What follows belongs to an exercise in optimizing a design on an open flow for small area; a production flow would make more cautious choices. Power and IR drop assume default switching activity.

==> flow/design.v <==
module debounce_fsm
    # (
        parameter DEBOUNCE_COUNTER_WIDTH    = 24,
        parameter FAST_DONE                 = 0
    )
    (
        input   logic i_clock,
        input   logic i_reset,
        input   logic [DEBOUNCE_COUNTER_WIDTH-1 : 0] i_debounce_counter,
        input   logic i_bouncing_signal,
        output  logic o_debounced_signal,
        output  logic o_waiting,
        output  logic o_done
    );
    localparam W = DEBOUNCE_COUNTER_WIDTH;
    logic meta;
    logic stable;
    logic level;
    logic waiting;
    logic [W-1 : 0] count_n;
    logic [W : 0]   carry;
    logic [W-1 : 0] count_n_inc;
    localparam H = 4;
    always_comb begin
        carry[0] = 1'b1;
        for (int i = 0; i < W; i++) begin
            count_n_inc[i] = count_n[i] ^ carry[i];
            if (i == H - 1)
                carry[i+1] = &count_n[H-1 : 0];
            else
                carry[i+1] = count_n[i] & carry[i];
        end
    end
    logic done;
    assign done      = FAST_DONE ? &count_n : carry[W];
    assign o_waiting = waiting;
    assign o_done    = waiting & done;
    always_ff @(posedge i_clock) begin
        meta    <= i_bouncing_signal;
        stable  <= meta | i_reset;
        level   <= stable & ~i_reset;
        count_n <= waiting ? count_n_inc : ~i_debounce_counter;
        if (i_reset) begin
            waiting            <= 1'b0;
            o_debounced_signal <= 1'b0;
        end else if (waiting) begin
            waiting            <= ~done;
        end else begin
            waiting            <= stable ^ level;
            o_debounced_signal <= level;
        end
    end
endmodule
module debounce_lfsr
    # (
        parameter LFSR_WIDTH    = 25,
        parameter LFSR_TAP      = 21
    )
    (
        input   logic i_clock,
        input   logic i_reset,
        input   logic i_first,
        input   logic i_first_done,
        input   logic [LFSR_WIDTH-1 : 0] i_seed_n,
        input   logic i_bouncing_signal,
        output  logic o_debounced_signal
    );
    localparam L = LFSR_WIDTH;
    logic meta;
    logic stable;
    logic level;
    logic waiting;
    logic [L-1 : 0] state;
    logic           done;
    assign done = i_first ? i_first_done : &state;
    always_ff @(posedge i_clock) begin
        meta   <= i_bouncing_signal;
        stable <= meta | i_reset;
        level  <= stable & ~i_reset;
        state  <= waiting ? {state[L-2 : 0], state[L-1] ^ state[LFSR_TAP]} : ~i_seed_n;
        if (i_reset) begin
            waiting            <= 1'b0;
            o_debounced_signal <= 1'b0;
        end else if (waiting) begin
            waiting            <= ~done;
        end else begin
            waiting            <= stable ^ level;
            o_debounced_signal <= level;
        end
    end
endmodule
module debounce_seed
    # (
        parameter LFSR_WIDTH    = 25,
        parameter LFSR_TAP      = 21
    )
    (
        input   logic i_clock,
        input   logic i_reset,
        input   logic i_waiting,
        input   logic i_done,
        output  logic o_first,
        output  logic [LFSR_WIDTH-1 : 0] o_seed_n
    );
    localparam L = LFSR_WIDTH;
    always_ff @(posedge i_clock) begin
        if (i_reset) begin
            o_first  <= 1'b1;
            o_seed_n <= '0;
        end else if (o_first & i_done) begin
            o_first  <= 1'b0;
        end else if (o_first & i_waiting) begin
            o_seed_n <= {~(o_seed_n[0] ^ o_seed_n[LFSR_TAP+1]), o_seed_n[L-1 : 1]};
        end
    end
endmodule
module zed_debouncer
    # (
        parameter SWITCH_COUNT              = 8,
        parameter BUTTON_COUNT              = 5,
        parameter DEBOUNCE_COUNTER_WIDTH    = 24
    )
    (
        input   logic i_clock,
        input   logic i_reset,
        input   logic [DEBOUNCE_COUNTER_WIDTH-1 : 0] i_switch_debounce_counter,
        input   logic [DEBOUNCE_COUNTER_WIDTH-1 : 0] i_button_debounce_counter,
        input   logic i_sw0,
        input   logic i_sw1,
        input   logic i_sw2,
        input   logic i_sw3,
        input   logic i_sw4,
        input   logic i_sw5,
        input   logic i_sw6,
        input   logic i_sw7,
        input   logic i_btnu,
        input   logic i_btnd,
        input   logic i_btnl,
        input   logic i_btnr,
        input   logic i_btnc,
        output  logic o_sw0,
        output  logic o_sw1,
        output  logic o_sw2,
        output  logic o_sw3,
        output  logic o_sw4,
        output  logic o_sw5,
        output  logic o_sw6,
        output  logic o_sw7,
        output  logic o_btnu,
        output  logic o_btnd,
        output  logic o_btnl,
        output  logic o_btnr,
        output  logic o_btnc
    );
    logic [SWITCH_COUNT-1 : 0] bouncing_switch_array;
    logic [SWITCH_COUNT-1 : 0] debounced_switch_array;
    logic [BUTTON_COUNT-1 : 0] bouncing_button_array;
    logic [BUTTON_COUNT-1 : 0] debounced_button_array;
    assign bouncing_switch_array    = {i_sw7, i_sw6, i_sw5, i_sw4, i_sw3, i_sw2, i_sw1, i_sw0};
    assign {o_sw7, o_sw6, o_sw5, o_sw4, o_sw3, o_sw2, o_sw1, o_sw0} = debounced_switch_array;
    assign bouncing_button_array    = {i_btnu, i_btnd, i_btnl, i_btnr, i_btnc};
    assign {o_btnu, o_btnd, o_btnl, o_btnr, o_btnc} = debounced_button_array;
    localparam LFSR_WIDTH = 25;
    localparam LFSR_TAP   = 21;
    logic                    switch_waiting;
    logic                    switch_done;
    logic                    switch_first;
    logic [LFSR_WIDTH-1 : 0] switch_seed_n;
    logic                    button_waiting;
    logic                    button_done;
    logic                    button_first;
    logic [LFSR_WIDTH-1 : 0] button_seed_n;
    debounce_fsm
    # (
        .DEBOUNCE_COUNTER_WIDTH (DEBOUNCE_COUNTER_WIDTH),
        .FAST_DONE              (1)
    )
    switch_debounce_fsm_inst (
        .i_clock            (i_clock),
        .i_reset            (i_reset),
        .i_debounce_counter (i_switch_debounce_counter),
        .i_bouncing_signal  (bouncing_switch_array[0]),
        .o_debounced_signal (debounced_switch_array[0]),
        .o_waiting          (switch_waiting),
        .o_done             (switch_done)
    );
    debounce_seed
    # (
        .LFSR_WIDTH (LFSR_WIDTH),
        .LFSR_TAP   (LFSR_TAP)
    )
    switch_seed_inst (
        .i_clock    (i_clock),
        .i_reset    (i_reset),
        .i_waiting  (switch_waiting),
        .i_done     (switch_done),
        .o_first    (switch_first),
        .o_seed_n   (switch_seed_n)
    );
    genvar i;
    generate
        for (i = 1; i < SWITCH_COUNT; i++) begin : switch_debounce_lfsr_gen
            debounce_lfsr
            # (
                .LFSR_WIDTH (LFSR_WIDTH),
                .LFSR_TAP   (LFSR_TAP)
            )
            switch_debounce_lfsr_inst (
                .i_clock            (i_clock),
                .i_reset            (i_reset),
                .i_first            (switch_first),
                .i_first_done       (switch_done),
                .i_seed_n           (switch_seed_n),
                .i_bouncing_signal  (bouncing_switch_array[i]),
                .o_debounced_signal (debounced_switch_array[i])
            );
        end
    endgenerate
    debounce_fsm
    # (
        .DEBOUNCE_COUNTER_WIDTH (DEBOUNCE_COUNTER_WIDTH),
        .FAST_DONE              (1)
    )
    button_debounce_fsm_inst (
        .i_clock            (i_clock),
        .i_reset            (i_reset),
        .i_debounce_counter (i_button_debounce_counter),
        .i_bouncing_signal  (bouncing_button_array[0]),
        .o_debounced_signal (debounced_button_array[0]),
        .o_waiting          (button_waiting),
        .o_done             (button_done)
    );
    debounce_seed
    # (
        .LFSR_WIDTH (LFSR_WIDTH),
        .LFSR_TAP   (LFSR_TAP)
    )
    button_seed_inst (
        .i_clock    (i_clock),
        .i_reset    (i_reset),
        .i_waiting  (button_waiting),
        .i_done     (button_done),
        .o_first    (button_first),
        .o_seed_n   (button_seed_n)
    );
    genvar j;
    generate
        for (j = 1; j < BUTTON_COUNT; j++) begin : button_debounce_lfsr_gen
            debounce_lfsr
            # (
                .LFSR_WIDTH (LFSR_WIDTH),
                .LFSR_TAP   (LFSR_TAP)
            )
            button_debounce_lfsr_inst (
                .i_clock            (i_clock),
                .i_reset            (i_reset),
                .i_first            (button_first),
                .i_first_done       (button_done),
                .i_seed_n           (button_seed_n),
                .i_bouncing_signal  (bouncing_button_array[j]),
                .o_debounced_signal (debounced_button_array[j])
            );
        end
    endgenerate
endmodule
clock: 5.0 ns
lec_check: 0
cap_margin: 20
core_margin: 2
core_utilization: 65
place_density: 0.75
slew_margin: 20
buffer_ports_args: -buffer_cell sky130_fd_sc_hd__buf_1
cts_args: -sink_clustering_enable -repair_clock_nets -sink_clustering_size 12 -sink_clustering_max_diameter 40 -buf_list {sky130_fd_sc_hd__clkbuf_4} -dont_use_dummy_load
standard.sh (not shown) runs the stock make flow with config.mk's settings and CLKGATE_MAP_FILE= SYNTH_SCRIPT=/design/flow/synth_recipe.tcl, a recipe that flattens the netlist after the stock synthesis.
==> flow/flow/run.sh <==
#!/bin/bash
# Layout flow: the standard ORFS flow with smaller port buffers and a
# clock tree built without dummy loads. Each tool's output goes to its own
# log file in the work folder.
set -euo pipefail
cat >> config.mk <<'EOC'
export BUFFER_PORTS_ARGS = -buffer_cell sky130_fd_sc_hd__buf_1
export CTS_ARGS = -sink_clustering_enable -repair_clock_nets -sink_clustering_size 12 -sink_clustering_max_diameter 40 -buf_list {sky130_fd_sc_hd__clkbuf_4} -dont_use_dummy_load
EOC
bash standard.sh synth > synth.log 2>&1
bash standard.sh floorplan > floorplan.log 2>&1
bash standard.sh place > place.log 2>&1
bash standard.sh cts > cts.log 2>&1
bash standard.sh route > route.log 2>&1
bash standard.sh finish > finish.log 2>&1
The starting point produced a clean layout.
Edit:
--- a/flow/design.v
+++ b/flow/design.v
@@ -164,14 +164,10 @@
     localparam LFSR_TAP   = 21;
     logic                    switch_waiting;
     logic                    switch_done;
     logic                    switch_first;
     logic [LFSR_WIDTH-1 : 0] switch_seed_n;
-    logic                    button_waiting;
-    logic                    button_done;
-    logic                    button_first;
-    logic [LFSR_WIDTH-1 : 0] button_seed_n;
     debounce_fsm
     # (
         .DEBOUNCE_COUNTER_WIDTH (DEBOUNCE_COUNTER_WIDTH),
         .FAST_DONE              (1)
     )
@@ -214,52 +210,24 @@
                 .i_bouncing_signal  (bouncing_switch_array[i]),
                 .o_debounced_signal (debounced_switch_array[i])
             );
         end
     endgenerate
-    debounce_fsm
-    # (
-        .DEBOUNCE_COUNTER_WIDTH (DEBOUNCE_COUNTER_WIDTH),
-        .FAST_DONE              (1)
-    )
-    button_debounce_fsm_inst (
-        .i_clock            (i_clock),
-        .i_reset            (i_reset),
-        .i_debounce_counter (i_button_debounce_counter),
-        .i_bouncing_signal  (bouncing_button_array[0]),
-        .o_debounced_signal (debounced_button_array[0]),
-        .o_waiting          (button_waiting),
-        .o_done             (button_done)
-    );
-    debounce_seed
-    # (
-        .LFSR_WIDTH (LFSR_WIDTH),
-        .LFSR_TAP   (LFSR_TAP)
-    )
-    button_seed_inst (
-        .i_clock    (i_clock),
-        .i_reset    (i_reset),
-        .i_waiting  (button_waiting),
-        .i_done     (button_done),
-        .o_first    (button_first),
-        .o_seed_n   (button_seed_n)
-    );
     genvar j;
     generate
-        for (j = 1; j < BUTTON_COUNT; j++) begin : button_debounce_lfsr_gen
-            debounce_lfsr
+        for (j = 0; j < BUTTON_COUNT; j++) begin : button_debounce_fsm_gen
+            debounce_fsm
             # (
-                .LFSR_WIDTH (LFSR_WIDTH),
-                .LFSR_TAP   (LFSR_TAP)
+                .DEBOUNCE_COUNTER_WIDTH (DEBOUNCE_COUNTER_WIDTH)
             )
-            button_debounce_lfsr_inst (
+            button_debounce_fsm_inst (
                 .i_clock            (i_clock),
                 .i_reset            (i_reset),
-                .i_first            (button_first),
-                .i_first_done       (button_done),
-                .i_seed_n           (button_seed_n),
+                .i_debounce_counter (i_button_debounce_counter),
                 .i_bouncing_signal  (bouncing_button_array[j]),
-                .o_debounced_signal (debounced_button_array[j])
+                .o_debounced_signal (debounced_button_array[j]),
+                .o_waiting          (),
+                .o_done             ()
             );
         end
     endgenerate
 endmodule
Utilization drops by 0.25 points.
Maximum frequency fell by 4.6%.
Clock-buffer cell count falls by 3.
Wire length barely changes.
Clock power came out lower by about 6%.
Worst setup slack loses 220 ps.
Total power came out lower by 6.0%.
Sequential cell count is lower by 30.
Function was not checked in any run of this note: the RTL went through the layout flow alone.

==> port drivers added, routing unchanged <==
In the flow no input, the clock included, has a driving cell. The finished layouts below were timed again as built, in two steps.
Step 1 sets driving cells, clkbuf_16 on the clock port and buf_2 on the other inputs (assumed; they add their load-dependent delay and slew).
Step 2 times the ports against the registers' clock, not the clock port: input delays grow and output delays shrink by t, the midpoint of the rising clock arrivals with the driver on.
a / b / c = ideal / step 1 / step 2; a / b = the first two.
run	shift t [ns]	setup slack, ns	worst setup path at the end
the first run	0.717	0.458 / 0.458 / 0.458	register to register
the second run	0.701	0.241 / 0.241 / 0.241	register to register
After both steps every run listed still meets setup and hold.
